From an optimization exercise on the open Yosys and OpenROAD flow, aimed at small area and a short achievable clock period; shortcuts taken in it are not production practice. RTL that was checked went through simulation tests only; none was proved equivalent to the original. No functional check of the RTL was part of run 4. No driver is modelled on the clock port, so clocking that relies on it looks cheaper here than on a real chip. No activity file was given, so power comes from the tool's default toggle rates.

`design.v`:
```
module fa(input a, input b, input ci, output s, output co);
  assign s = a ^ b ^ ci;
  assign co = (a & b) | (a & ci) | (b & ci);
endmodule
module multiplier(clk, INPUT_A, INPUT_B, RES);
  input clk;
  input [7:0] INPUT_A, INPUT_B;
  output reg [15:0] RES;
  reg [7:0] a_r, b_r;
  reg r2_p0;
  reg r2_p1;
  reg r2_p2;
  reg r2_p3;
  reg r2_p4;
  reg r2_cin;
  reg r2_g5;
  reg r2_q5;
  reg r2_g6;
  reg r2_q6;
  reg r2_g7;
  reg r2_q7;
  reg r2_g8;
  reg r2_q8;
  reg r2_g9;
  reg r2_q9;
  reg r2_g10;
  reg r2_q10;
  reg r2_g11;
  reg r2_q11;
  reg r2_g12;
  reg r2_q12;
  reg r2_g13;
  reg r2_q13;
  reg r2_g14;
  reg r2_q14;
  wire [15:0] prod;
  wire pp1;
  wire pp2;
  wire pp3;
  wire pp4;
  wire pp5;
  wire pp6;
  wire pp7;
  wire pp8;
  wire pp9;
  wire pp10;
  wire pp11;
  wire pp12;
  wire pp13;
  wire pp14;
  wire pp15;
  wire pp16;
  wire pp17;
  wire pp18;
  wire pp19;
  wire pp20;
  wire pp21;
  wire pp22;
  wire pp23;
  wire pp24;
  wire pp25;
  wire pp26;
  wire pp27;
  wire pp28;
  wire pp29;
  wire pp30;
  wire pp31;
  wire pp32;
  wire pp33;
  wire pp34;
  wire pp35;
  wire pp36;
  wire pp37;
  wire pp38;
  wire pp39;
  wire pp40;
  wire pp41;
  wire pp42;
  wire pp43;
  wire pp44;
  wire pp45;
  wire pp46;
  wire pp47;
  wire pp48;
  wire pp49;
  wire pp50;
  wire pp51;
  wire pp52;
  wire pp53;
  wire pp54;
  wire pp55;
  wire pp56;
  wire pp57;
  wire pp58;
  wire pp59;
  wire pp60;
  wire pp61;
  wire pp62;
  wire pp63;
  wire pp64;
  wire s65;
  wire c66;
  wire s67;
  wire c68;
  wire s69;
  wire c70;
  wire s71;
  wire c72;
  wire s73;
  wire c74;
  wire s75;
  wire c76;
  wire s77;
  wire c78;
  wire s79;
  wire c80;
  wire s81;
  wire c82;
  wire s83;
  wire c84;
  wire s85;
  wire c86;
  wire s87;
  wire c88;
  wire s89;
  wire c90;
  wire s91;
  wire c92;
  wire s93;
  wire c94;
  wire s95;
  wire c96;
  wire s97;
  wire c98;
  wire s99;
  wire c100;
  wire s101;
  wire c102;
  wire s103;
  wire c104;
  wire s105;
  wire c106;
  wire s107;
  wire c108;
  wire s109;
  wire c110;
  wire s111;
  wire c112;
  wire s113;
  wire c114;
  wire s115;
  wire c116;
  wire s117;
  wire c118;
  wire s119;
  wire c120;
  wire s121;
  wire c122;
  wire s123;
  wire c124;
  wire s125;
  wire c126;
  wire s127;
  wire c128;
  wire s129;
  wire c130;
  wire s131;
  wire c132;
  wire s133;
  wire c134;
  wire s135;
  wire c136;
  wire s137;
  wire c138;
  wire s139;
  wire c140;
  wire s141;
  wire c142;
  wire s143;
  wire c144;
  wire s145;
  wire c146;
  wire s147;
  wire c148;
  wire s149;
  wire c150;
  wire s151;
  wire c152;
  wire s153;
  wire c154;
  wire s155;
  wire c156;
  wire g157;
  wire p158;
  wire g159;
  wire p160;
  wire g161;
  wire p162;
  wire g163;
  wire p164;
  wire g165;
  wire p166;
  wire g167;
  wire p168;
  wire g169;
  wire p170;
  wire g171;
  wire p172;
  wire g173;
  wire p174;
  wire g175;
  wire p176;
  wire g177;
  wire G1_178;
  wire P1_179;
  wire G1_180;
  wire P1_181;
  wire G1_182;
  wire P1_183;
  wire G1_184;
  wire P1_185;
  wire G1_186;
  wire P1_187;
  wire G2_188;
  wire P2_189;
  wire G2_190;
  wire P2_191;
  wire G3_192;
  wire P3_193;
  wire G7_194;
  wire P7_195;
  wire G7_196;
  wire P7_197;
  wire G8_198;
  wire P8_199;
  wire G8_200;
  wire P8_201;
  wire G8_202;
  wire P8_203;
  wire G8_204;
  wire P8_205;
  wire G8_206;
  wire P8_207;
  always @(posedge clk) begin
    a_r <= INPUT_A;
    b_r <= INPUT_B;
    r2_p0 <= pp1;
    r2_p1 <= s149;
    r2_p2 <= s151;
    r2_p3 <= s153;
    r2_p4 <= s155;
    r2_cin <= c156;
    r2_g5 <= g157;
    r2_q5 <= p158;
    r2_g6 <= g159;
    r2_q6 <= p160;
    r2_g7 <= g161;
    r2_q7 <= p162;
    r2_g8 <= g163;
    r2_q8 <= p164;
    r2_g9 <= g165;
    r2_q9 <= p166;
    r2_g10 <= g167;
    r2_q10 <= p168;
    r2_g11 <= g169;
    r2_q11 <= p170;
    r2_g12 <= g171;
    r2_q12 <= p172;
    r2_g13 <= g173;
    r2_q13 <= p174;
    r2_g14 <= g175;
    r2_q14 <= p176;
    RES <= prod;
  end
  assign pp1 = a_r[0] & b_r[0];
  assign pp2 = a_r[0] & b_r[1];
  assign pp3 = a_r[0] & b_r[2];
  assign pp4 = a_r[0] & b_r[3];
  assign pp5 = a_r[0] & b_r[4];
  assign pp6 = a_r[0] & b_r[5];
  assign pp7 = a_r[0] & b_r[6];
  assign pp8 = a_r[0] & b_r[7];
  assign pp9 = a_r[1] & b_r[0];
  assign pp10 = a_r[1] & b_r[1];
  assign pp11 = a_r[1] & b_r[2];
  assign pp12 = a_r[1] & b_r[3];
  assign pp13 = a_r[1] & b_r[4];
  assign pp14 = a_r[1] & b_r[5];
  assign pp15 = a_r[1] & b_r[6];
  assign pp16 = a_r[1] & b_r[7];
  assign pp17 = a_r[2] & b_r[0];
  assign pp18 = a_r[2] & b_r[1];
  assign pp19 = a_r[2] & b_r[2];
  assign pp20 = a_r[2] & b_r[3];
  assign pp21 = a_r[2] & b_r[4];
  assign pp22 = a_r[2] & b_r[5];
  assign pp23 = a_r[2] & b_r[6];
  assign pp24 = a_r[2] & b_r[7];
  assign pp25 = a_r[3] & b_r[0];
  assign pp26 = a_r[3] & b_r[1];
  assign pp27 = a_r[3] & b_r[2];
  assign pp28 = a_r[3] & b_r[3];
  assign pp29 = a_r[3] & b_r[4];
  assign pp30 = a_r[3] & b_r[5];
  assign pp31 = a_r[3] & b_r[6];
  assign pp32 = a_r[3] & b_r[7];
  assign pp33 = a_r[4] & b_r[0];
  assign pp34 = a_r[4] & b_r[1];
  assign pp35 = a_r[4] & b_r[2];
  assign pp36 = a_r[4] & b_r[3];
  assign pp37 = a_r[4] & b_r[4];
  assign pp38 = a_r[4] & b_r[5];
  assign pp39 = a_r[4] & b_r[6];
  assign pp40 = a_r[4] & b_r[7];
  assign pp41 = a_r[5] & b_r[0];
  assign pp42 = a_r[5] & b_r[1];
  assign pp43 = a_r[5] & b_r[2];
  assign pp44 = a_r[5] & b_r[3];
  assign pp45 = a_r[5] & b_r[4];
  assign pp46 = a_r[5] & b_r[5];
  assign pp47 = a_r[5] & b_r[6];
  assign pp48 = a_r[5] & b_r[7];
  assign pp49 = a_r[6] & b_r[0];
  assign pp50 = a_r[6] & b_r[1];
  assign pp51 = a_r[6] & b_r[2];
  assign pp52 = a_r[6] & b_r[3];
  assign pp53 = a_r[6] & b_r[4];
  assign pp54 = a_r[6] & b_r[5];
  assign pp55 = a_r[6] & b_r[6];
  assign pp56 = a_r[6] & b_r[7];
  assign pp57 = a_r[7] & b_r[0];
  assign pp58 = a_r[7] & b_r[1];
  assign pp59 = a_r[7] & b_r[2];
  assign pp60 = a_r[7] & b_r[3];
  assign pp61 = a_r[7] & b_r[4];
  assign pp62 = a_r[7] & b_r[5];
  assign pp63 = a_r[7] & b_r[6];
  assign pp64 = a_r[7] & b_r[7];
  assign s65 = pp7 ^ pp14;
  assign c66 = pp7 & pp14;
  fa u_fa1 (.a(pp8), .b(pp15), .ci(pp22), .s(s67), .co(c68));
  assign s69 = pp29 ^ pp36;
  assign c70 = pp29 & pp36;
  fa u_fa2 (.a(pp16), .b(pp23), .ci(pp30), .s(s71), .co(c72));
  assign s73 = pp37 ^ pp44;
  assign c74 = pp37 & pp44;
  fa u_fa3 (.a(pp24), .b(pp31), .ci(pp38), .s(s75), .co(c76));
  assign s77 = pp5 ^ pp12;
  assign c78 = pp5 & pp12;
  fa u_fa4 (.a(pp6), .b(pp13), .ci(pp20), .s(s79), .co(c80));
  assign s81 = pp27 ^ pp34;
  assign c82 = pp27 & pp34;
  fa u_fa5 (.a(pp21), .b(pp28), .ci(pp35), .s(s83), .co(c84));
  fa u_fa6 (.a(pp42), .b(pp49), .ci(s65), .s(s85), .co(c86));
  fa u_fa7 (.a(pp43), .b(pp50), .ci(pp57), .s(s87), .co(c88));
  fa u_fa8 (.a(c66), .b(s69), .ci(s67), .s(s89), .co(c90));
  fa u_fa9 (.a(pp51), .b(pp58), .ci(c70), .s(s91), .co(c92));
  fa u_fa10 (.a(s73), .b(c68), .ci(s71), .s(s93), .co(c94));
  fa u_fa11 (.a(pp45), .b(pp52), .ci(pp59), .s(s95), .co(c96));
  fa u_fa12 (.a(c74), .b(c72), .ci(s75), .s(s97), .co(c98));
  fa u_fa13 (.a(pp32), .b(pp39), .ci(pp46), .s(s99), .co(c100));
  fa u_fa14 (.a(pp53), .b(pp60), .ci(c76), .s(s101), .co(c102));
  fa u_fa15 (.a(pp40), .b(pp47), .ci(pp54), .s(s103), .co(c104));
  assign s105 = pp4 ^ pp11;
  assign c106 = pp4 & pp11;
  fa u_fa16 (.a(pp19), .b(pp26), .ci(pp33), .s(s107), .co(c108));
  fa u_fa17 (.a(pp41), .b(c78), .ci(s81), .s(s109), .co(c110));
  fa u_fa18 (.a(c82), .b(c80), .ci(s83), .s(s111), .co(c112));
  fa u_fa19 (.a(c84), .b(s87), .ci(c86), .s(s113), .co(c114));
  fa u_fa20 (.a(c88), .b(s91), .ci(c90), .s(s115), .co(c116));
  fa u_fa21 (.a(s95), .b(c92), .ci(c94), .s(s117), .co(c118));
  fa u_fa22 (.a(c96), .b(s99), .ci(s101), .s(s119), .co(c120));
  fa u_fa23 (.a(pp61), .b(c100), .ci(s103), .s(s121), .co(c122));
  fa u_fa24 (.a(pp48), .b(pp55), .ci(pp62), .s(s123), .co(c124));
  assign s125 = pp3 ^ pp10;
  assign c126 = pp3 & pp10;
  fa u_fa25 (.a(pp18), .b(pp25), .ci(s105), .s(s127), .co(c128));
  fa u_fa26 (.a(c106), .b(s77), .ci(s107), .s(s129), .co(c130));
  fa u_fa27 (.a(c108), .b(s79), .ci(s109), .s(s131), .co(c132));
  fa u_fa28 (.a(c110), .b(s85), .ci(s111), .s(s133), .co(c134));
  fa u_fa29 (.a(c112), .b(s89), .ci(s113), .s(s135), .co(c136));
  fa u_fa30 (.a(s93), .b(c114), .ci(s115), .s(s137), .co(c138));
  fa u_fa31 (.a(s97), .b(c116), .ci(s117), .s(s139), .co(c140));
  fa u_fa32 (.a(c98), .b(s119), .ci(c118), .s(s141), .co(c142));
  fa u_fa33 (.a(c102), .b(s121), .ci(c120), .s(s143), .co(c144));
  fa u_fa34 (.a(c104), .b(s123), .ci(c122), .s(s145), .co(c146));
  fa u_fa35 (.a(pp56), .b(pp63), .ci(c124), .s(s147), .co(c148));
  assign s149 = pp2 ^ pp9;
  assign c150 = pp2 & pp9;
  fa u_fa36 (.a(pp17), .b(s125), .ci(c150), .s(s151), .co(c152));
  fa u_fa37 (.a(s127), .b(c126), .ci(c152), .s(s153), .co(c154));
  fa u_fa38 (.a(s129), .b(c128), .ci(c154), .s(s155), .co(c156));
  assign g157 = s131 & c130;
  assign p158 = s131 ^ c130;
  assign g159 = s133 & c132;
  assign p160 = s133 ^ c132;
  assign g161 = s135 & c134;
  assign p162 = s135 ^ c134;
  assign g163 = s137 & c136;
  assign p164 = s137 ^ c136;
  assign g165 = s139 & c138;
  assign p166 = s139 ^ c138;
  assign g167 = s141 & c140;
  assign p168 = s141 ^ c140;
  assign g169 = s143 & c142;
  assign p170 = s143 ^ c142;
  assign g171 = s145 & c144;
  assign p172 = s145 ^ c144;
  assign g173 = s147 & c146;
  assign p174 = s147 ^ c146;
  assign g175 = pp64 & c148;
  assign p176 = pp64 ^ c148;
  assign prod[0] = r2_p0;
  assign prod[1] = r2_p1;
  assign prod[2] = r2_p2;
  assign prod[3] = r2_p3;
  assign prod[4] = r2_p4;
  assign g177 = r2_g5 | (r2_q5 & r2_cin);
  assign G1_178 = r2_g6 | (r2_q6 & g177);
  assign P1_179 = r2_q6 & r2_q5;
  assign G1_180 = r2_g8 | (r2_q8 & r2_g7);
  assign P1_181 = r2_q8 & r2_q7;
  assign G1_182 = r2_g10 | (r2_q10 & r2_g9);
  assign P1_183 = r2_q10 & r2_q9;
  assign G1_184 = r2_g12 | (r2_q12 & r2_g11);
  assign P1_185 = r2_q12 & r2_q11;
  assign G1_186 = r2_g14 | (r2_q14 & r2_g13);
  assign P1_187 = r2_q14 & r2_q13;
  assign G2_188 = G1_180 | (P1_181 & G1_178);
  assign P2_189 = P1_181 & P1_179;
  assign G2_190 = G1_184 | (P1_185 & G1_182);
  assign P2_191 = P1_185 & P1_183;
  assign G3_192 = G2_190 | (P2_191 & G2_188);
  assign P3_193 = P2_191 & P2_189;
  assign G7_194 = G1_182 | (P1_183 & G2_188);
  assign P7_195 = P1_183 & P2_189;
  assign G7_196 = G1_186 | (P1_187 & G3_192);
  assign P7_197 = P1_187 & P3_193;
  assign G8_198 = r2_g7 | (r2_q7 & G1_178);
  assign P8_199 = r2_q7 & P1_179;
  assign G8_200 = r2_g9 | (r2_q9 & G2_188);
  assign P8_201 = r2_q9 & P2_189;
  assign G8_202 = r2_g11 | (r2_q11 & G7_194);
  assign P8_203 = r2_q11 & P7_195;
  assign G8_204 = r2_g13 | (r2_q13 & G3_192);
  assign P8_205 = r2_q13 & P3_193;
  assign G8_206 = 1'b0 | (1'b0 & G7_196);
  assign P8_207 = 1'b0 & P7_197;
  assign prod[5] = r2_q5 ^ r2_cin;
  assign prod[6] = r2_q6 ^ g177;
  assign prod[7] = r2_q7 ^ G1_178;
  assign prod[8] = r2_q8 ^ G8_198;
  assign prod[9] = r2_q9 ^ G2_188;
  assign prod[10] = r2_q10 ^ G8_200;
  assign prod[11] = r2_q11 ^ G7_194;
  assign prod[12] = r2_q12 ^ G8_202;
  assign prod[13] = r2_q13 ^ G3_192;
  assign prod[14] = r2_q14 ^ G8_204;
  assign prod[15] = 1'b0 ^ G7_196;
endmodule
```
`flow/run.sh`:
```
#!/bin/bash
# Own layout flow: the standard flow (standard.sh) with the standard synthesis
# unchanged, small port buffers, and (flow/skew.tcl, run after clock tree synthesis)
# a separate delayed clock branch for the internal pipeline register.
# Each step writes its full output to its own log file here.
set -euo pipefail
here=$(pwd)
extra=()
while IFS= read -r line; do
  [[ -z "$line" || "$line" == \#* ]] && continue
  extra+=("${line//@HERE@/$here}")
done < flow/extra.txt
bash standard.sh synth > "$here/synth.log" 2>&1
bash standard.sh "${extra[@]}" floorplan > "$here/floorplan.log" 2>&1
bash standard.sh "${extra[@]}" place > "$here/place.log" 2>&1
bash standard.sh "${extra[@]}" cts > "$here/cts.log" 2>&1
bash standard.sh "${extra[@]}" route > "$here/route.log" 2>&1
bash standard.sh "${extra[@]}" finish > "$here/finish.log" 2>&1
```
`flow/extra.txt`:
```
# make variables for the layout steps (one per line; @HERE@ is the work folder)
BUFFER_PORTS_ARGS=-buffer_cell sky130_fd_sc_hd__buf_1
MATCH_CELL_FOOTPRINT=0
POST_CTS_TCL=@HERE@/flow/skew.tcl
SKEW_PATTERN=r2_*
SKEW_CLOCK_PORT=clk
SKEW_DRIVER=sky130_fd_sc_hd__clkbuf_8
SKEW_CANDIDATES=none sky130_fd_sc_hd__clkbuf_1 sky130_fd_sc_hd__clkdlybuf4s15_1 sky130_fd_sc_hd__clkdlybuf4s25_1 sky130_fd_sc_hd__clkdlybuf4s50_1 sky130_fd_sc_hd__clkdlybuf4s50_1+sky130_fd_sc_hd__clkdlybuf4s15_1 sky130_fd_sc_hd__clkdlybuf4s50_1+sky130_fd_sc_hd__clkdlybuf4s25_1 sky130_fd_sc_hd__clkdlybuf4s50_1+sky130_fd_sc_hd__clkdlybuf4s50_1 sky130_fd_sc_hd__clkdlybuf4s50_1+sky130_fd_sc_hd__clkdlybuf4s50_1+sky130_fd_sc_hd__clkdlybuf4s25_1 sky130_fd_sc_hd__clkdlybuf4s50_1+sky130_fd_sc_hd__clkdlybuf4s50_1+sky130_fd_sc_hd__clkdlybuf4s50_1
SKEW_HOLD_MARGIN=0.05
```
`flow/skew.tcl`:
```
# POST_CTS hook: give the internal pipeline register (cells matching SKEW_PATTERN)
# its own clock branch, a buffer chain from the clock port whose delay balances
# the register-to-register paths into and out of it. The registers that face
# the ports stay on the standard clock tree. Hold is repaired afterwards.
set pattern $::env(SKEW_PATTERN)
set block [ord::get_db_block]
set db [ord::get_db]
set_propagated_clock [all_clocks]

set flops {}
foreach inst [$block getInsts] {
  if {[string match $pattern [$inst getName]] && [$inst findITerm CLK] ne "NULL"} { lappend flops $inst }
}
puts "SKEW: [llength $flops] registers match $pattern"
set clk_net [[$block findBTerm $::env(SKEW_CLOCK_PORT)] getNet]

# centroid of the skewed registers
set sx 0; set sy 0
foreach f $flops { lassign [$f getLocation] x y; set sx [expr {$sx + $x}]; set sy [expr {$sy + $y}] }
set cx [expr {int($sx / [llength $flops])}]
set cy [expr {int($sy / [llength $flops])}]

# move the registers to a new net
set old_nets {}
set skew_net [odb::dbNet_create $block skew_clk_leaf]
$skew_net setSigType CLOCK
foreach f $flops {
  set it [$f findITerm CLK]
  set n [$it getNet]
  if {$n ne "NULL"} { lappend old_nets $n }
  $it disconnect
  $it connect $skew_net
}

set chain {}
set chain_nets {}
proc build_chain {cells} {
  global block db chain chain_nets clk_net skew_net cx cy
  foreach i $chain { odb::dbInst_destroy $i }
  foreach n $chain_nets { odb::dbNet_destroy $n }
  set chain {}; set chain_nets {}
  set prev $clk_net
  set k 0
  set ncell [llength $cells]
  foreach c $cells {
    incr k
    set inst [odb::dbInst_create $block [$db findMaster $c] skew_clk_buf_$k]
    $inst setLocation [expr {$cx + 2000 * $k}] $cy
    $inst setPlacementStatus PLACED
    [$inst findITerm A] connect $prev
    if {$k == $ncell} {
      set out $skew_net
    } else {
      set out [odb::dbNet_create $block skew_clk_n$k]
      $out setSigType CLOCK
      lappend chain_nets $out
    }
    [$inst findITerm X] connect $out
    lappend chain $inst
    set prev $out
  }
}

# remove clock tree buffers left without loads
proc prune_tree {} {
  global block
  set again 1
  while {$again} {
    set again 0
    foreach inst [$block getInsts] {
      set m [[$inst getMaster] getName]
      if {![string match *clkbuf* $m] && ![string match *clkinv* $m] && ![string match *bufinv* $m] && ![string match *inv_* $m]} { continue }
      if {![string match clk* [$inst getName]]} { continue }
      set out [$inst findITerm X]
      if {$out eq "NULL"} { set out [$inst findITerm Y] }
      if {$out eq "NULL"} { continue }
      set n [$out getNet]
      if {$n eq "NULL" || [llength [$n getITerms]] <= 1 && [llength [$n getBTerms]] == 0} {
        puts "SKEW: removing unloaded clock cell [$inst getName]"
        odb::dbInst_destroy $inst
        if {$n ne "NULL"} { odb::dbNet_destroy $n }
        set again 1
      }
    }
  }
}
prune_tree

set best ""
set best_ws -1e9
set drv $::env(SKEW_DRIVER)
foreach cand $::env(SKEW_CANDIDATES) {
  set cells [concat [split $cand +] $drv]
  if {$cand eq "none"} { set cells $drv }
  build_chain $cells
  estimate_parasitics -placement
  set ws [worst_slack -max]
  puts "SKEW: chain $cells worst setup slack $ws"
  if {$ws > $best_ws + 0.005} { set best_ws $ws; set best $cells }
}
puts "SKEW: chosen chain $best ($best_ws)"
build_chain $best
detailed_placement
estimate_parasitics -placement
puts "SKEW: after placement: setup [worst_slack -max] hold [worst_slack -min]"
repair_timing -hold -hold_margin $::env(SKEW_HOLD_MARGIN) -verbose
detailed_placement
check_placement -verbose
estimate_parasitics -placement
puts "SKEW: final: setup [worst_slack -max] hold [worst_slack -min]"
```
`standard.sh`:
```
#!/bin/bash
# synth_recipe.tcl (not shown) runs the flow's synth.tcl, then flattens the netlist and writes it again
# the make line also repeats each setting of config.mk as NAME=value (left out here)
make -C /OpenROAD-flow-scripts/flow DESIGN_CONFIG=/design/flow/config.mk WORK_HOME=/design/flow/orfs CLKGATE_MAP_FILE= SYNTH_SCRIPT=/design/flow/synth_recipe.tcl "${@:-finish}"
```
`config.mk`:
```
export PLATFORM = sky130hd
export DESIGN_NAME = multiplier
export DESIGN_NICKNAME = multiplier
export VERILOG_FILES = /design/flow/design.v
export SDC_FILE = /design/flow/constraint.sdc
export NUM_CORES = 4
export LEC_CHECK = 0
export CAP_MARGIN = 20
export CORE_MARGIN = 2
export CORE_UTILIZATION = 40
export SLEW_MARGIN = 20
export SYNTH_HIERARCHICAL = 1
```
`constraint.sdc`:
```
create_clock -name core_clock -period 4.0 [get_ports {clk}]
set_input_delay 0.8000 -clock core_clock [delete_from_list [all_inputs] [get_ports {clk}]]
set_output_delay 0.8000 -clock core_clock [all_outputs]
set_load 0.01 [all_outputs]
```
==> results of run 1 <==
-- synth_stat cells, drive strengths merged --
cell type / number
o21ai: 1
or2: 2
nand3: 1
o211ai: 1
a31o: 1
ha: 24
fa: 38
and2: 64
a21oi: 3
nor2: 5
a21o: 2
xnor2: 4
dfxtp: 58
nand2: 4
-- per-stage QoR --
stage,std cells,setup slack (ns)
3_5_place_dp,320,1.21
3_3_place_gp,320,1.24
2_1_floorplan,208,1.31
-- Yosys stat by module (local to each module, per instance) --
module      times used  cells  flops+latches  cell area (um2)
multiplier           1    170             58             2000
fa                  38      1              0             20.0
-- logic make-up after synthesis --
family / synth area share (%)
AND/OR/NAND/NOR: 16.4
XOR/XNOR: 1.27
flip-flops: 42.1
AO/OA/AOI/OAI: 1.86
adder cells (fa/ha/maj): 38.4
-- power by group through the flow --
stage          Combinational (W)  Sequential (W)  Clock (W)
3_3_place_gp            0.000423        0.000826          0
3_5_place_dp            0.000426        0.000828          0
2_1_floorplan           0.000271        0.000847          0
-- how the worst max path moves through the flow --
| stage | from | to | slack (ns) |
|---|---|---|---|
| 3_5_place_dp | a_r[2]$_DFF_P_ | r2_q10$_DFF_P_ | 1.21 |
| 3_3_place_gp | a_r[2]$_DFF_P_ | r2_q10$_DFF_P_ | 1.24 |
| 2_1_floorplan | a_r[2]$_DFF_P_ | r2_q10$_DFF_P_ | 1.31 |
==> impl_metrics.tcl, run 1 <==
set metrics [dict create \
    synth_top_area_cell "dfxtp_1" \
    die_w_um 87.1 \
    place_area_um2 2980 \
    clock_sinks 58 \
    die_y_um 87.1 \
    seq_area_frac_synth_pct 42.1 \
    rows 30 \
    lastStage "clock tree synthesis (4_1_cts)" \
    initial_core_util_pct 41.1 \
    hpwl_um 3250 \
    io_pins 33 \
    ys_types 14 \
    syn_area_per_cell_um2 13.3 \
    syn_area_um2 2760 \
    status "stopped before the end" \
    gp_congestion 0.814 \
    synth_area_leaders "dfxtp_1, fa_1, and2_1, ha_1, xnor2_1" \
    synth_top_cell_area_share_pct 42.1 \
    synth_seq_cells 58 \
    synth_nets 287 \
    tool.error "Error: cts.tcl, 90 can't read \"block\": no such variable" \
    netlist_instances 208 \
    synth_warnings 7 \
    portBuffers 32 \
]
==> run 2, diff against run 1 <==
--- a/flow/extra.txt
+++ b/flow/extra.txt
@@ -6,3 +6,3 @@
 SKEW_CLOCK_PORT=clk
-SKEW_DRIVER=sky130_fd_sc_hd__clkbuf_8
+SKEW_DRIVER=sky130_fd_sc_hd__clkbuf_16
 SKEW_CANDIDATES=none sky130_fd_sc_hd__clkbuf_1 sky130_fd_sc_hd__clkdlybuf4s15_1 sky130_fd_sc_hd__clkdlybuf4s25_1 sky130_fd_sc_hd__clkdlybuf4s50_1 sky130_fd_sc_hd__clkdlybuf4s50_1+sky130_fd_sc_hd__clkdlybuf4s15_1 sky130_fd_sc_hd__clkdlybuf4s50_1+sky130_fd_sc_hd__clkdlybuf4s25_1 sky130_fd_sc_hd__clkdlybuf4s50_1+sky130_fd_sc_hd__clkdlybuf4s50_1 sky130_fd_sc_hd__clkdlybuf4s50_1+sky130_fd_sc_hd__clkdlybuf4s50_1+sky130_fd_sc_hd__clkdlybuf4s25_1 sky130_fd_sc_hd__clkdlybuf4s50_1+sky130_fd_sc_hd__clkdlybuf4s50_1+sky130_fd_sc_hd__clkdlybuf4s50_1
==> flow/skew.tcl (replaced) <==
# POST_CTS hook: runs flow/skew_body.tcl at global scope (see that file).
uplevel #0 [list source [file join [file dirname [info script]] skew_body.tcl]]
==> flow/skew_body.tcl (new file) <==
# POST_CTS hook: give the internal pipeline register (cells matching SKEW_PATTERN)
# its own clock branch, a buffer chain from the clock port whose delay balances
# the register-to-register paths into and out of it. The registers that face
# the ports stay on the standard clock tree. Hold is repaired afterwards.
set pattern $::env(SKEW_PATTERN)
set block [ord::get_db_block]
set db [ord::get_db]
set_propagated_clock [all_clocks]

set flops {}
foreach inst [$block getInsts] {
  if {[string match $pattern [$inst getName]] && [$inst findITerm CLK] ne "NULL"} { lappend flops $inst }
}
puts "SKEW: [llength $flops] registers match $pattern"
set clk_net [[$block findBTerm $::env(SKEW_CLOCK_PORT)] getNet]

# centroid of the skewed registers
set sx 0; set sy 0
foreach f $flops { lassign [$f getLocation] x y; set sx [expr {$sx + $x}]; set sy [expr {$sy + $y}] }
set cx [expr {int($sx / [llength $flops])}]
set cy [expr {int($sy / [llength $flops])}]

# move the registers to a new net
set old_nets {}
set skew_net [odb::dbNet_create $block skew_clk_leaf]
$skew_net setSigType CLOCK
foreach f $flops {
  set it [$f findITerm CLK]
  set n [$it getNet]
  if {$n ne "NULL"} { lappend old_nets $n }
  $it disconnect
  $it connect $skew_net
}

set chain {}
set chain_nets {}
proc build_chain {cells} {
  global block db chain chain_nets clk_net skew_net cx cy
  foreach i $chain { odb::dbInst_destroy $i }
  foreach n $chain_nets { odb::dbNet_destroy $n }
  set chain {}; set chain_nets {}
  set prev $clk_net
  set k 0
  set ncell [llength $cells]
  foreach c $cells {
    incr k
    set inst [odb::dbInst_create $block [$db findMaster $c] skew_clk_buf_$k]
    $inst setLocation [expr {$cx + 2000 * $k}] $cy
    $inst setPlacementStatus PLACED
    [$inst findITerm A] connect $prev
    if {$k == $ncell} {
      set out $skew_net
    } else {
      set out [odb::dbNet_create $block skew_clk_n$k]
      $out setSigType CLOCK
      lappend chain_nets $out
    }
    [$inst findITerm X] connect $out
    lappend chain $inst
    set prev $out
  }
}

# remove clock tree buffers left without loads
proc prune_tree {} {
  global block
  set again 1
  while {$again} {
    set again 0
    foreach inst [$block getInsts] {
      set m [[$inst getMaster] getName]
      if {![string match *clkbuf* $m] && ![string match *clkinv* $m] && ![string match *bufinv* $m] && ![string match *inv_* $m]} { continue }
      if {![string match clk* [$inst getName]]} { continue }
      set out [$inst findITerm X]
      if {$out eq "NULL"} { set out [$inst findITerm Y] }
      if {$out eq "NULL"} { continue }
      set n [$out getNet]
      if {$n eq "NULL" || [llength [$n getITerms]] <= 1 && [llength [$n getBTerms]] == 0} {
        puts "SKEW: removing unloaded clock cell [$inst getName]"
        odb::dbInst_destroy $inst
        if {$n ne "NULL"} { odb::dbNet_destroy $n }
        set again 1
      }
    }
  }
}
prune_tree

set best ""
set best_ws -1e9
set drv $::env(SKEW_DRIVER)
foreach cand $::env(SKEW_CANDIDATES) {
  set cells [concat [split $cand +] $drv]
  if {$cand eq "none"} { set cells $drv }
  build_chain $cells
  estimate_parasitics -placement
  set ws [worst_slack -max]
  puts "SKEW: chain $cells worst setup slack $ws"
  if {$ws > $best_ws + 0.005} { set best_ws $ws; set best $cells }
}
puts "SKEW: chosen chain $best ($best_ws)"
build_chain $best
detailed_placement
estimate_parasitics -placement
puts "SKEW: after placement: setup [worst_slack -max] hold [worst_slack -min]"
repair_timing -hold -hold_margin $::env(SKEW_HOLD_MARGIN) -verbose
detailed_placement
check_placement -verbose
estimate_parasitics -placement
puts "SKEW: final: setup [worst_slack -max] hold [worst_slack -min]"
--- a/config.mk
+++ b/config.mk
@@ -10,2 +10,4 @@
 export CORE_UTILIZATION = 40
+export CTS_CLUSTER_DIAMETER = 100
+export CTS_CLUSTER_SIZE = 30
 export SLEW_MARGIN = 20
==> impl_metrics.tcl, run 2 <==
set metrics [dict create \
    status "timing/DRC/antenna clean" \
    synth-edff-count 0 \
    portBuffers 32 \
    layout.nets 332 \
    ys_types 14 \
    vdd_drop_max_mv 0.270 \
    post_drt_wl_per_cell_um 12.6 \
    antenna_left 0 \
    n_antenna_cell 0 \
    fin_hold_ws_ns 0.184 \
    finalHoldViolCount 0 \
    seq_area_frac_synth_pct 42.1 \
    initial_core_util_pct 41.1 \
    fin_crit_ns 2.39 \
    grt_usage_pct 13.5 \
    crit_buf_inv 0 \
    fin_crit_sh_pct 59.8 \
    final_cell_mix "and2_1, dfxtp_1, fa_1, buf_1, ha_1" \
    die_area_um2 7580 \
    ys_top_cells_by_count "and2_1, dfxtp_1, fa_1" \
    synth_nets 287 \
    syn_area_um2 2760 \
    reg_top3 "RES x16, a_r x8, b_r x8" \
    netlist_instances 208 \
    syn_area_per_cell_um2 13.3 \
    fp.coreArea_um2 6720 \
    nFillCells 617 \
    grt_pass1_vias 1728 \
    layout.cells.most_common "and2_1" \
    largest_reg_flops 16 \
    synth_area_leaders "dfxtp_1, fa_1, and2_1, ha_1, xnor2_1" \
    holdPathEnd "r2_p0$_DFF_P_" \
    antenna_found_initial 0 \
    min_path_cells 1 \
    worstHoldStart "b_r[0]$_DFF_P_" \
    clk-insertion-delay-late_ns 0.69 \
    drv_slew 0 \
    p_per_area_nw_per_um2 535 \
    reg2reg_from "a_r[2]$_DFF_P_" \
    rsz0062_at_grt "no" \
    die_y_um 87.1 \
    tightest_slew_ns 0.280 \
    critPathKind "reg -> reg" \
    clk_pin_slew_ns 0.09 \
    synth_top_area_cell "dfxtp_1" \
    critPathRequiredTime_ns 4.59 \
    detail_route.vias_per_cell 4.69 \
    path_cells "and2_1 -> fa_1 -> fa_1 -> fa_1 -> fa_1 -> ha_1" \
    grt.overflow.total 0 \
    crit_arrival_ns 2.98 \
    die_w_um 87.1 \
    cts_tree "done" \
    synth_most_common_cell "and2_1" \
    area_delta_synth_final_pct 13.7 \
    hpwl_um 3250 \
    cp-end-kind "flip-flop" \
    fmax_ghz 0.418 \
    skew_ns 0.397 \
    io_pins 33 \
    drt_iter0_drc 50 \
    vias 1552 \
    min_path_type "reg -> reg" \
    critPathMaxStageDelay_ns 0.51 \
    maxSlewHeadroom_pct 81.3 \
    synth_warnings 7 \
    post-route-drc-count 0 \
    finalSetupViolCount 0 \
    cp-start-kind "flip-flop" \
    ff2ff_path_depth 6 \
    gp_congestion 0.814 \
    synth_top_cell_area_share_pct 42.1 \
    grt_pass1_wl_um 7540 \
    crit_fanout 8 \
    grt_max_degree 27 \
    cp_slowest_cell "fa_1" \
    yosys_most_used_dff "dfxtp_1" \
    firstDrtPassIters 4 \
    cpMostUsedCell "fa_1" \
    critPathTopFamily "adder cells" \
    drive_gt1_share_pct 3.98 \
    r2r_end "r2_q10$_DFF_P_" \
    top_register "RES" \
    wl_um 4170 \
    fin_setup_tns_ns 0 \
    p_leak_nw 1.41 \
    rows 30 \
    synth_seq_cells 58 \
    maxCapViolations 0 \
    async_reset_ff_share_pct 0 \
    r2r_slack_ns 1.61 \
    clock_sinks 58 \
]
[run 2: cell counts after synthesis]
Identical to the previous run, type by type.
[run 2: final cells by class, clock buffers not listed]
cell class / count / area (um2) / area share, %
Sequential cell: 58 / 1160 / 37.0
Multi-Input combinational cell: 150 / 1600 / 50.9
Tap cell: 80 / 100 / 3.19
Buffer: 2 / 35.0 / 1.12
Timing Repair Buffer: 32 / 120 / 3.83
[run 2: worst max path at each step]
stage	from	endpoint	slack [ns]	depth (start not counted)
2_1_floorplan	a_r[2]$_DFF_P_	r2_q10$_DFF_P_	1.31	6
3_3_place_gp	a_r[2]$_DFF_P_	r2_q10$_DFF_P_	1.24	6
3_5_place_dp	a_r[2]$_DFF_P_	r2_q10$_DFF_P_	1.21	6
5_1_grt	b_r[7]$_DFF_P_	r2_q10$_DFF_P_	1.46	6
6_report	a_r[2]$_DFF_P_	r2_q10$_DFF_P_	1.61	6
[run 2: logic make-up (layout without fill, tap and decap cells)]
family / after synthesis / in the layout / synth area share (%)
buf+inv: 0 / 43 / 0
xor+xnor: 4 / 4 / 1.27
fa+ha+maj: 62 / 62 / 38.4
flops: 58 / 58 / 42.1
simple gates: 76 / 76 / 16.4
compound gates: 8 / 8 / 1.86
[run 2: routing by layer]
metal / up-vias / global-route usage, % / wire, um
met1: 766 / 16.0 / 1940
met2: 35 / 21.9 / 1980
met5: - / 0 / 0
li1: 747 / - / -
met3: 4 / 5.50 / 220
met4: 0 / 5.68 / 24
[run 2: modules after synthesis, one instance, submodules excluded]
module      cells  flops+latches  area, um2  times used
fa              1              0       20.0          38
multiplier    170             58       2000           1
[run 2: through the flow]
| stage | std cells | worst slack, ns | utilization (%) | total power, W | area, um2 |
|---|---|---|---|---|---|
| final | 331 | 1.61 | 46.7 | 0.00168 | 3140 |
| after global routing | 331 | 1.46 | 46.7 | 0.00184 | 3140 |
| after detailed placement | 320 | 1.21 | 44.4 | 0.00125 | 2980 |
| after global placement | 320 | 1.24 | 44.4 | 0.00125 | 2980 |
| after floorplan | 208 | 1.31 | - | 0.00112 | 2760 |
[run 2: report_power, final]
group	switching, W	total [W]	internal (W)	leakage [nW]
logic	0.000216	0.000411	0.000195	0.839
clock network	0.000198	0.000454	0.000257	0.0809
registers	0.0000714	0.000814	0.000743	0.486
==> run 3, diff against run 2 <==
--- a/config.mk
+++ b/config.mk
@@ -10,4 +10,2 @@
 export CORE_UTILIZATION = 40
-export CTS_CLUSTER_DIAMETER = 100
-export CTS_CLUSTER_SIZE = 30
 export SLEW_MARGIN = 20
==> impl_metrics.tcl, run 3 <==
set metrics [dict create \
    clk_pin_slew_ns 0.09 \
    io_pins 33 \
    drt_iter0_drc 50 \
    swShare_pct 28.9 \
    clock_sinks 58 \
    pwr-share-clk_pct 27.1 \
    finalSetupViolCount 0 \
    rsz0062_at_grt "no" \
    initial_core_util_pct 41.1 \
    reg_top3 "RES x16, a_r x8, b_r x8" \
    internal_power_w 0.00119 \
    yosys_most_used_dff "dfxtp_1" \
    cts_tree "done" \
    synth-edff-count 0 \
    rows 30 \
    ff2ff_path_depth 6 \
    wl_um 4170 \
    ys_top_cells_by_count "and2_1, dfxtp_1, fa_1" \
    netlist_instances 208 \
    min_path_cells 1 \
    crit_buf_inv 0 \
    crit_fanout 8 \
    fp.coreArea_um2 6720 \
    synth_most_common_cell "and2_1" \
    critPathRequiredTime_ns 4.59 \
    async_reset_ff_share_pct 0 \
    synth_top_area_cell "dfxtp_1" \
    post-route-drc-count 0 \
    portBuffers 32 \
    antenna_left 0 \
    synth_warnings 7 \
    die_w_um 87.1 \
    clk-insertion-delay-late_ns 0.69 \
    holdPathEnd "r2_p0$_DFF_P_" \
    grt.overflow.total 0 \
    vdd_drop_max_mv 0.270 \
    drv_slew 0 \
    area_delta_synth_final_pct 13.7 \
    r2r_end "r2_q10$_DFF_P_" \
    fin_crit_ns 2.39 \
    syn_area_per_cell_um2 13.3 \
    path_cells "and2_1 -> fa_1 -> fa_1 -> fa_1 -> fa_1 -> ha_1" \
    synth_seq_cells 58 \
    synth_top_cell_area_share_pct 42.1 \
    seq_area_frac_synth_pct 42.1 \
    layout.nets 332 \
    synth_nets 287 \
    critPathKind "reg -> reg" \
    maxCapViolations 0 \
    status "timing/DRC/antenna clean" \
    cp_slowest_cell "fa_1" \
    post_drt_wl_per_cell_um 12.6 \
    die_y_um 87.1 \
    cp-start-kind "flip-flop" \
    reg2reg_from "a_r[2]$_DFF_P_" \
    gp_congestion 0.814 \
    crit_arrival_ns 2.98 \
    fin_crit_sh_pct 59.8 \
    finalNonFillerCells 331 \
    fmax_ghz 0.418 \
    detail_route.vias_per_cell 4.69 \
    final_cell_mix "and2_1, dfxtp_1, fa_1, buf_1, ha_1" \
    grt_usage_pct 13.5 \
    ys_types 14 \
    n_antenna_cell 0 \
    firstDrtPassIters 4 \
    syn_area_um2 2760 \
    comb_power_share_pct 24.5 \
    layout.cells.most_common "and2_1" \
    critPathTopFamily "adder cells" \
    total_power_w 0.00168 \
    cpMostUsedCell "fa_1" \
    p_sw_w 0.000485 \
    r2r_slack_ns 1.61 \
    place_inst 320 \
    die_area_um2 7580 \
    cp-end-kind "flip-flop" \
    hpwl_um 3250 \
    top_register "RES" \
    grt_pass1_vias 1728 \
    finalHoldViolCount 0 \
    skew_ns 0.397 \
    largest_reg_flops 16 \
    fin_setup_tns_ns 0 \
    antenna_found_initial 0 \
    grt_max_degree 27 \
    worstHoldStart "b_r[0]$_DFF_P_" \
    p_seq_share_pct 48.5 \
    p_leak_nw 1.41 \
    critPathMaxStageDelay_ns 0.51 \
    p_per_area_nw_per_um2 535 \
    min_path_type "reg -> reg" \
    grt_pass1_wl_um 7540 \
    drive_gt1_share_pct 3.98 \
    maxSlewHeadroom_pct 81.3 \
    vias 1552 \
    synth_area_leaders "dfxtp_1, fa_1, and2_1, ha_1, xnor2_1" \
    tightest_slew_ns 0.280 \
]
[run 3: cell counts in the layout (fill, tap and decap cells not counted)]
Identical to the previous run, type by type.
[run 3: metrics by stage]
stage | area [um2] | hold WS (ns) | util [%] | setup slack, ns
2_1_floorplan | 2760 | 0.310 | - | 1.31
3_3_place_gp | 2980 | 0.310 | 44.4 | 1.24
3_5_place_dp | 2980 | 0.315 | 44.4 | 1.21
5_1_grt | 3140 | 0.211 | 46.7 | 1.46
6_report | 3140 | 0.184 | 46.7 | 1.61
[run 3: cell families (layout without fill, tap and decap cells)]
family | after synthesis | count (layout) | synth area share (%)
and+or+nand+nor | 76 | 76 | 16.4
adders and majority gates | 62 | 62 | 38.4
DFF | 58 | 58 | 42.1
AOI/OAI and AO/OA | 8 | 8 | 1.86
xor gates and xnor gates | 4 | 4 | 1.27
buffers and inverters | 0 | 43 | 0
[run 3: power groups by stage]
| stage | Clock (W) | Sequential (W) | Combinational [W] |
|---|---|---|---|
| after floorplan | 0 | 0.000847 | 0.000271 |
| after global placement | 0 | 0.000826 | 0.000423 |
| after detailed placement | 0 | 0.000828 | 0.000426 |
| after global routing | 0.000505 | 0.000832 | 0.000501 |
| final | 0.000454 | 0.000814 | 0.000411 |
[run 3: area by class of cell, clock buffers not listed]
type | count | area (um2)
Fill cell | 617 | 3580
Buffer | 2 | 35.0
Multi-Input combinational cell | 150 | 1600
Sequential cell | 58 | 1160
Tap cell | 80 | 100
Timing Repair Buffer | 32 | 120
[run 3: worst max path at each step]
stage | from | endpoint | slack [ns] | cells after the start
final | a_r[2]$_DFF_P_ | r2_q10$_DFF_P_ | 1.61 | 6
after global routing | b_r[7]$_DFF_P_ | r2_q10$_DFF_P_ | 1.46 | 6
after detailed placement | a_r[2]$_DFF_P_ | r2_q10$_DFF_P_ | 1.21 | 6
after global placement | a_r[2]$_DFF_P_ | r2_q10$_DFF_P_ | 1.24 | 6
after floorplan | a_r[2]$_DFF_P_ | r2_q10$_DFF_P_ | 1.31 | 6
[run 3: metal layers]
metal,up-vias,GRT usage (%),share of wire (%)
met2,35,21.9,48
met1,766,16.0,47
li1,747,-,-
met3,4,5.50,5.3
met5,-,0,0
met4,0,5.68,0.58
[run 3: per-module statistics from Yosys, one instance, submodules excluded]
module / flip-flops and latches / cells inside
fa: 0 / 1
multiplier: 58 / 170
==> run 4, diff against run 3 <==
--- a/design.v
+++ b/design.v
@@ -9,29 +9,4 @@
   reg [7:0] a_r, b_r;
-  reg r2_p0;
-  reg r2_p1;
-  reg r2_p2;
-  reg r2_p3;
-  reg r2_p4;
-  reg r2_cin;
-  reg r2_g5;
-  reg r2_q5;
-  reg r2_g6;
-  reg r2_q6;
-  reg r2_g7;
-  reg r2_q7;
-  reg r2_g8;
-  reg r2_q8;
-  reg r2_g9;
-  reg r2_q9;
-  reg r2_g10;
-  reg r2_q10;
-  reg r2_g11;
-  reg r2_q11;
-  reg r2_g12;
-  reg r2_q12;
-  reg r2_g13;
-  reg r2_q13;
-  reg r2_g14;
-  reg r2_q14;
   wire [15:0] prod;
+  reg [15:0] r2_prod;
   wire pp1;
@@ -184,10 +159,10 @@
   wire c148;
-  wire s149;
-  wire c150;
-  wire s151;
-  wire c152;
-  wire s153;
-  wire c154;
-  wire s155;
-  wire c156;
+  wire g149;
+  wire p150;
+  wire g151;
+  wire p152;
+  wire g153;
+  wire p154;
+  wire g155;
+  wire p156;
   wire g157;
@@ -212,33 +187,54 @@
   wire p176;
-  wire g177;
-  wire G1_178;
-  wire P1_179;
-  wire G1_180;
-  wire P1_181;
-  wire G1_182;
-  wire P1_183;
-  wire G1_184;
-  wire P1_185;
-  wire G1_186;
-  wire P1_187;
-  wire G2_188;
-  wire P2_189;
-  wire G2_190;
-  wire P2_191;
-  wire G3_192;
-  wire P3_193;
-  wire G7_194;
-  wire P7_195;
-  wire G7_196;
-  wire P7_197;
-  wire G8_198;
-  wire P8_199;
-  wire G8_200;
-  wire P8_201;
-  wire G8_202;
-  wire P8_203;
-  wire G8_204;
-  wire P8_205;
-  wire G8_206;
-  wire P8_207;
+  wire G1_177;
+  wire P1_178;
+  wire G1_179;
+  wire P1_180;
+  wire G1_181;
+  wire P1_182;
+  wire G1_183;
+  wire P1_184;
+  wire G1_185;
+  wire P1_186;
+  wire G1_187;
+  wire P1_188;
+  wire G1_189;
+  wire P1_190;
+  wire G1_191;
+  wire P1_192;
+  wire G2_193;
+  wire P2_194;
+  wire G2_195;
+  wire P2_196;
+  wire G2_197;
+  wire P2_198;
+  wire G2_199;
+  wire P2_200;
+  wire G3_201;
+  wire P3_202;
+  wire G3_203;
+  wire P3_204;
+  wire G4_205;
+  wire P4_206;
+  wire G6_207;
+  wire P6_208;
+  wire G7_209;
+  wire P7_210;
+  wire G7_211;
+  wire P7_212;
+  wire G7_213;
+  wire P7_214;
+  wire G8_215;
+  wire P8_216;
+  wire G8_217;
+  wire P8_218;
+  wire G8_219;
+  wire P8_220;
+  wire G8_221;
+  wire P8_222;
+  wire G8_223;
+  wire P8_224;
+  wire G8_225;
+  wire P8_226;
+  wire G8_227;
+  wire P8_228;
   always @(posedge clk) begin
@@ -246,29 +242,4 @@
     b_r <= INPUT_B;
-    r2_p0 <= pp1;
-    r2_p1 <= s149;
-    r2_p2 <= s151;
-    r2_p3 <= s153;
-    r2_p4 <= s155;
-    r2_cin <= c156;
-    r2_g5 <= g157;
-    r2_q5 <= p158;
-    r2_g6 <= g159;
-    r2_q6 <= p160;
-    r2_g7 <= g161;
-    r2_q7 <= p162;
-    r2_g8 <= g163;
-    r2_q8 <= p164;
-    r2_g9 <= g165;
-    r2_q9 <= p166;
-    r2_g10 <= g167;
-    r2_q10 <= p168;
-    r2_g11 <= g169;
-    r2_q11 <= p170;
-    r2_g12 <= g171;
-    r2_q12 <= p172;
-    r2_g13 <= g173;
-    r2_q13 <= p174;
-    r2_g14 <= g175;
-    r2_q14 <= p176;
-    RES <= prod;
+    r2_prod <= prod;
+    RES <= r2_prod;
   end
@@ -387,7 +358,10 @@
   fa u_fa35 (.a(pp56), .b(pp63), .ci(c124), .s(s147), .co(c148));
-  assign s149 = pp2 ^ pp9;
-  assign c150 = pp2 & pp9;
-  fa u_fa36 (.a(pp17), .b(s125), .ci(c150), .s(s151), .co(c152));
-  fa u_fa37 (.a(s127), .b(c126), .ci(c152), .s(s153), .co(c154));
-  fa u_fa38 (.a(s129), .b(c128), .ci(c154), .s(s155), .co(c156));
+  assign g149 = pp2 & pp9;
+  assign p150 = pp2 ^ pp9;
+  assign g151 = pp17 & s125;
+  assign p152 = pp17 ^ s125;
+  assign g153 = s127 & c126;
+  assign p154 = s127 ^ c126;
+  assign g155 = s129 & c128;
+  assign p156 = s129 ^ c128;
   assign g157 = s131 & c130;
@@ -412,49 +386,70 @@
   assign p176 = pp64 ^ c148;
-  assign prod[0] = r2_p0;
-  assign prod[1] = r2_p1;
-  assign prod[2] = r2_p2;
-  assign prod[3] = r2_p3;
-  assign prod[4] = r2_p4;
-  assign g177 = r2_g5 | (r2_q5 & r2_cin);
-  assign G1_178 = r2_g6 | (r2_q6 & g177);
-  assign P1_179 = r2_q6 & r2_q5;
-  assign G1_180 = r2_g8 | (r2_q8 & r2_g7);
-  assign P1_181 = r2_q8 & r2_q7;
-  assign G1_182 = r2_g10 | (r2_q10 & r2_g9);
-  assign P1_183 = r2_q10 & r2_q9;
-  assign G1_184 = r2_g12 | (r2_q12 & r2_g11);
-  assign P1_185 = r2_q12 & r2_q11;
-  assign G1_186 = r2_g14 | (r2_q14 & r2_g13);
-  assign P1_187 = r2_q14 & r2_q13;
-  assign G2_188 = G1_180 | (P1_181 & G1_178);
-  assign P2_189 = P1_181 & P1_179;
-  assign G2_190 = G1_184 | (P1_185 & G1_182);
-  assign P2_191 = P1_185 & P1_183;
-  assign G3_192 = G2_190 | (P2_191 & G2_188);
-  assign P3_193 = P2_191 & P2_189;
-  assign G7_194 = G1_182 | (P1_183 & G2_188);
-  assign P7_195 = P1_183 & P2_189;
-  assign G7_196 = G1_186 | (P1_187 & G3_192);
-  assign P7_197 = P1_187 & P3_193;
-  assign G8_198 = r2_g7 | (r2_q7 & G1_178);
-  assign P8_199 = r2_q7 & P1_179;
-  assign G8_200 = r2_g9 | (r2_q9 & G2_188);
-  assign P8_201 = r2_q9 & P2_189;
-  assign G8_202 = r2_g11 | (r2_q11 & G7_194);
-  assign P8_203 = r2_q11 & P7_195;
-  assign G8_204 = r2_g13 | (r2_q13 & G3_192);
-  assign P8_205 = r2_q13 & P3_193;
-  assign G8_206 = 1'b0 | (1'b0 & G7_196);
-  assign P8_207 = 1'b0 & P7_197;
-  assign prod[5] = r2_q5 ^ r2_cin;
-  assign prod[6] = r2_q6 ^ g177;
-  assign prod[7] = r2_q7 ^ G1_178;
-  assign prod[8] = r2_q8 ^ G8_198;
-  assign prod[9] = r2_q9 ^ G2_188;
-  assign prod[10] = r2_q10 ^ G8_200;
-  assign prod[11] = r2_q11 ^ G7_194;
-  assign prod[12] = r2_q12 ^ G8_202;
-  assign prod[13] = r2_q13 ^ G3_192;
-  assign prod[14] = r2_q14 ^ G8_204;
-  assign prod[15] = 1'b0 ^ G7_196;
+  assign G1_177 = g149 | (p150 & 1'b0);
+  assign P1_178 = p150 & pp1;
+  assign G1_179 = g153 | (p154 & g151);
+  assign P1_180 = p154 & p152;
+  assign G1_181 = g157 | (p158 & g155);
+  assign P1_182 = p158 & p156;
+  assign G1_183 = g161 | (p162 & g159);
+  assign P1_184 = p162 & p160;
+  assign G1_185 = g165 | (p166 & g163);
+  assign P1_186 = p166 & p164;
+  assign G1_187 = g169 | (p170 & g167);
+  assign P1_188 = p170 & p168;
+  assign G1_189 = g173 | (p174 & g171);
+  assign P1_190 = p174 & p172;
+  assign G1_191 = 1'b0 | (1'b0 & g175);
+  assign P1_192 = 1'b0 & p176;
+  assign G2_193 = G1_179 | (P1_180 & G1_177);
+  assign P2_194 = P1_180 & P1_178;
+  assign G2_195 = G1_183 | (P1_184 & G1_181);
+  assign P2_196 = P1_184 & P1_182;
+  assign G2_197 = G1_187 | (P1_188 & G1_185);
+  assign P2_198 = P1_188 & P1_186;
+  assign G2_199 = G1_191 | (P1_192 & G1_189);
+  assign P2_200 = P1_192 & P1_190;
+  assign G3_201 = G2_195 | (P2_196 & G2_193);
+  assign P3_202 = P2_196 & P2_194;
+  assign G3_203 = G2_199 | (P2_200 & G2_197);
+  assign P3_204 = P2_200 & P2_198;
+  assign G4_205 = G3_203 | (P3_204 & G3_201);
+  assign P4_206 = P3_204 & P3_202;
+  assign G6_207 = G2_197 | (P2_198 & G3_201);
+  assign P6_208 = P2_198 & P3_202;
+  assign G7_209 = G1_181 | (P1_182 & G2_193);
+  assign P7_210 = P1_182 & P2_194;
+  assign G7_211 = G1_185 | (P1_186 & G3_201);
+  assign P7_212 = P1_186 & P3_202;
+  assign G7_213 = G1_189 | (P1_190 & G6_207);
+  assign P7_214 = P1_190 & P6_208;
+  assign G8_215 = g151 | (p152 & G1_177);
+  assign P8_216 = p152 & P1_178;
+  assign G8_217 = g155 | (p156 & G2_193);
+  assign P8_218 = p156 & P2_194;
+  assign G8_219 = g159 | (p160 & G7_209);
+  assign P8_220 = p160 & P7_210;
+  assign G8_221 = g163 | (p164 & G3_201);
+  assign P8_222 = p164 & P3_202;
+  assign G8_223 = g167 | (p168 & G7_211);
+  assign P8_224 = p168 & P7_212;
+  assign G8_225 = g171 | (p172 & G6_207);
+  assign P8_226 = p172 & P6_208;
+  assign G8_227 = g175 | (p176 & G7_213);
+  assign P8_228 = p176 & P7_214;
+  assign prod[0] = pp1;
+  assign prod[1] = p150 ^ 1'b0;
+  assign prod[2] = p152 ^ G1_177;
+  assign prod[3] = p154 ^ G8_215;
+  assign prod[4] = p156 ^ G2_193;
+  assign prod[5] = p158 ^ G8_217;
+  assign prod[6] = p160 ^ G7_209;
+  assign prod[7] = p162 ^ G8_219;
+  assign prod[8] = p164 ^ G3_201;
+  assign prod[9] = p166 ^ G8_221;
+  assign prod[10] = p168 ^ G7_211;
+  assign prod[11] = p170 ^ G8_223;
+  assign prod[12] = p172 ^ G6_207;
+  assign prod[13] = p174 ^ G8_225;
+  assign prod[14] = p176 ^ G7_213;
+  assign prod[15] = 1'b0 ^ G8_227;
 endmodule
==> flow/extra.txt (replaced) <==
# make variables for the layout steps (one per line; @HERE@ is the work folder)
BUFFER_PORTS_ARGS=-buffer_cell sky130_fd_sc_hd__buf_1
MATCH_CELL_FOOTPRINT=0
POST_CTS_TCL=@HERE@/flow/skew.tcl
SKEW_PATTERN=r2_prod*
SKEW_CLOCK_PORT=clk
SKEW_DRIVER=sky130_fd_sc_hd__clkbuf_8
SKEW_CANDIDATES=sky130_fd_sc_hd__clkdlybuf4s50_1+sky130_fd_sc_hd__clkdlybuf4s50_1 sky130_fd_sc_hd__clkdlybuf4s50_1+sky130_fd_sc_hd__clkdlybuf4s50_1+sky130_fd_sc_hd__clkdlybuf4s25_1 sky130_fd_sc_hd__clkdlybuf4s50_1+sky130_fd_sc_hd__clkdlybuf4s50_1+sky130_fd_sc_hd__clkdlybuf4s50_1 sky130_fd_sc_hd__clkdlybuf4s50_1+sky130_fd_sc_hd__clkdlybuf4s50_1+sky130_fd_sc_hd__clkdlybuf4s50_1+sky130_fd_sc_hd__clkdlybuf4s25_1 sky130_fd_sc_hd__clkdlybuf4s50_1+sky130_fd_sc_hd__clkdlybuf4s50_1+sky130_fd_sc_hd__clkdlybuf4s50_1+sky130_fd_sc_hd__clkdlybuf4s50_1 sky130_fd_sc_hd__clkdlybuf4s50_1+sky130_fd_sc_hd__clkdlybuf4s50_1+sky130_fd_sc_hd__clkdlybuf4s50_1+sky130_fd_sc_hd__clkdlybuf4s50_1+sky130_fd_sc_hd__clkdlybuf4s50_1
SKEW_HOLD_MARGIN=0.05
==> impl_metrics.tcl, run 4 <==
set metrics [dict create \
    drv_slew 0 \
    status "timing/DRC/antenna clean" \
    die_area_um2 7500 \
    grt.overflow.total 0 \
    vdd_drop_max_mv 0.302 \
    synth_warnings 7 \
    grt_pass1_wl_um 9430 \
    muxShareOfSynthArea_pct 0 \
    rsz0062_at_grt "no" \
    r2r_end "r2_prod[14]$_DFF_P_" \
    grt_busiest_layer "met2" \
    synth_top_area_cell "dfxtp_1" \
    post-route-drc-count 0 \
    reg_top3 "RES x16, r2_prod x16" \
    portBuffers 32 \
    worstHoldStart "b_r[2]$_DFF_P_" \
    gp_congestion 0.773 \
    post_drt_wl_per_cell_um 13.2 \
    p_leak_nw 1.65 \
    antenna_left 0 \
    r2r_slack_ns 0.12 \
    tightest_slew_ns 0.294 \
    cts_tree "done" \
    stdcell_area_um2 3710 \
    drive_gt1_share_pct 4.95 \
    synth_area_leaders "dfxtp_1, fa_1, and2_1, ha_1, inv_1" \
    yosys_most_used_dff "dfxtp_1" \
    cp_slowest_cell "dlygate4sd3_1" \
    yosys.area_share.adder_pct 40.0 \
    finalHoldViolCount 0 \
    drt_iter0_drc 32 \
    wl_um 5310 \
    pre_cts_slack_ns 0.0137 \
    synth_most_common_cell "and2_1" \
    grt_use_met3_pct 3.52 \
    synth-edff-count 0 \
    fp.coreArea_um2 6680 \
    syn_area_um2 2730 \
    min_path_type "reg -> reg" \
    clk_pin_slew_ns 0.11 \
    setup_slack_ns 0.123 \
    skew_ns 1.83 \
    netlist_instances 218 \
    ff2ff_path_depth 15 \
    crit_fanout 8 \
    grt_usage_pct 16.6 \
    synth_compound_area_share_pct 5.27 \
    crit_arrival_ns 5.94 \
    min_path_cells 6 \
    cpMostUsedCell "dlygate4sd3_1" \
    clock_sinks 48 \
    synth_nets 297 \
    initial_core_util_pct 40.9 \
    fmax_ghz 0.258 \
    post-route-util_pct 55.6 \
    n_antenna_cell 0 \
    layout.nets 404 \
    synth_seq_cells 48 \
    layout.cells.most_common "and2_1" \
    synth_top_cell_area_share_pct 35.2 \
    cp-end-kind "flip-flop" \
    seq_area_frac_synth_pct 35.2 \
    synth_xor_area_share_pct 1.92 \
    final_cell_mix "and2_1, dlygate4sd3_1, dfxtp_1, fa_1, buf_1" \
    die_w_um 86.6 \
    hpwl_um 3700 \
    finalSetupViolCount 0 \
    place_area_um2 2960 \
    grt_use_met2_pct 31.7 \
    fin_setup_tns_ns 0 \
    synth-simple-area-share_pct 15.7 \
    grt_max_degree 17 \
    io_pins 33 \
    holdPathEnd "r2_prod[12]$_DFF_P_" \
    maxCapViolations 0 \
    reg2reg_from "a_r[0]$_DFF_P_" \
    firstDrtPassIters 4 \
    p_per_area_nw_per_um2 531 \
    syn_area_per_cell_um2 12.5 \
    cp-start-kind "flip-flop" \
    path_cells "dlygate4sd3_1 -> and2_1 -> dlygate4sd3_1 -> ha_1 -> fa_1 -> fa_1 -> ha_1 -> a21oi_1 -> o211ai_2 -> a31o_4 -> o31ai_4 -> fa_1 -> dlygate4sd3_1 -> inv_1 -> dlygate4sd3_1" \
    critPathKind "reg -> reg" \
    critPathRequiredTime_ns 6.06 \
    detail_route.vias_per_cell 4.60 \
    met1_usage_pct 17.2 \
    area_delta_synth_final_pct 36.1 \
    grt_pass1_vias 2167 \
    async_reset_ff_share_pct 0 \
    maxSlewHeadroom_pct 80.4 \
    ys_top_cells_by_count "and2_1, dfxtp_1, fa_1" \
    fin_crit_ns 3.88 \
    synth_top_family_by_area "adder cells" \
    die_y_um 86.6 \
    antenna_found_initial 0 \
    vias 1854 \
    critPathMaxStageDelay_ns 0.66 \
    rows 30 \
    clk-insertion-delay-late_ns 2.10 \
    fin_crit_sh_pct 96.9 \
    ys_types 21 \
]
## run 4: routing by layer
metal	share of wire, %	vias up
li1	-	895
met1	40	918
met2	55	31
met3	2.7	10
met4	2.2	0
met5	0	-
## run 4: logic make-up (layout without fill, tap and decap cells)
family                     after synthesis  in the layout
and+or+nand+nor                         71             71
AOI/OAI and AO/OA                       17             17
adders and majority gates               62             62
buffers and inverters                   14            119
xor gates and xnor gates                 6              6
DFF                                     48             48
## run 4: Yosys stat by module (local to each module, per instance)
module,cells,times used
multiplier,183,1
fa,1,35
## run 4: metrics by stage
stage / total power, W / cells / hold slack [ns]
after floorplan: 0.00115 / 218 / 0.310
after global placement: 0.00130 / 331 / 0.310
after detailed placement: 0.00131 / 331 / 0.312
after global routing: 0.00216 / 403 / 0.0918
final: 0.00197 / 403 / 0.0540
## run 4: where the power goes
group,switching [W],internal (W)
Combinational,0.000404,0.000541
Clock,0.000171,0.000202
Sequential,0.0000303,0.000625
## run 4: worst max-delay path: cells and delay by family, from the launching register on
family          cells  cell delay [ns]
buf+inv             5             2.36
fa+ha+maj           5             1.92
compound gates      4             0.88
simple gates        1             0.17
flops               1             0.31
## run 4: area by class of cell, clock buffers not listed
class / instances / area [um2]
plain buffers: 5 / 53.8
well taps: 80 / 100
flip-flops and latches: 48 / 961
fillers: 596 / 2970
multi-input cells: 156 / 1730
inverters: 14 / 52.6
repair buffers: 95 / 746
## run 4: worst max-delay path by stage
stage / from / depth (start not counted) / end / slack [ns]
after floorplan: a_r[2]$_DFF_P_ / 11 / r2_prod[14]$_DFF_P_ / 0.24
after global placement: a_r[0]$_DFF_P_ / 12 / r2_prod[14]$_DFF_P_ / 0.07
after detailed placement: a_r[1]$_DFF_P_ / 12 / r2_prod[14]$_DFF_P_ / 0.01
after global routing: b_r[4]$_DFF_P_ / 15 / r2_prod[14]$_DFF_P_ / 0.04
final: a_r[0]$_DFF_P_ / 15 / r2_prod[14]$_DFF_P_ / 0.12

separate check: timing with driven ports:
The flow's constraints put no driver on any port. The routed layouts listed below were extracted and timed again, unchanged, in two steps. Step 1 sets driving cells, clkbuf_16 on the clock port and buf_2 on the other inputs (assumed; they add their load-dependent delay and slew). Step 2, shift: input delay + t, output delay - t, t = (earliest + latest rising clock arrival at the registers) / 2. This alone moves slack from input paths to output paths. a / b / c = ideal / step 1 / step 2; a / b = the first two.
run	t (ns)	setup slack, ns	worst setup path after step 2	latest minus earliest clock arrival (ns)	cell pins on the clock port's net
run 2	0.523	1.607 / 1.606 / 1.606	register to register	0.397 / 0.397	2
run 3	0.523	1.607 / 1.606 / 1.606	register to register	0.397 / 0.397	2
run 4	1.222	0.123 / 0.123 / 0.123	register to register	1.835 / 1.834	2
Clock arrivals are far apart in every run listed, so t is only a midpoint there and step 2 fits no single register.
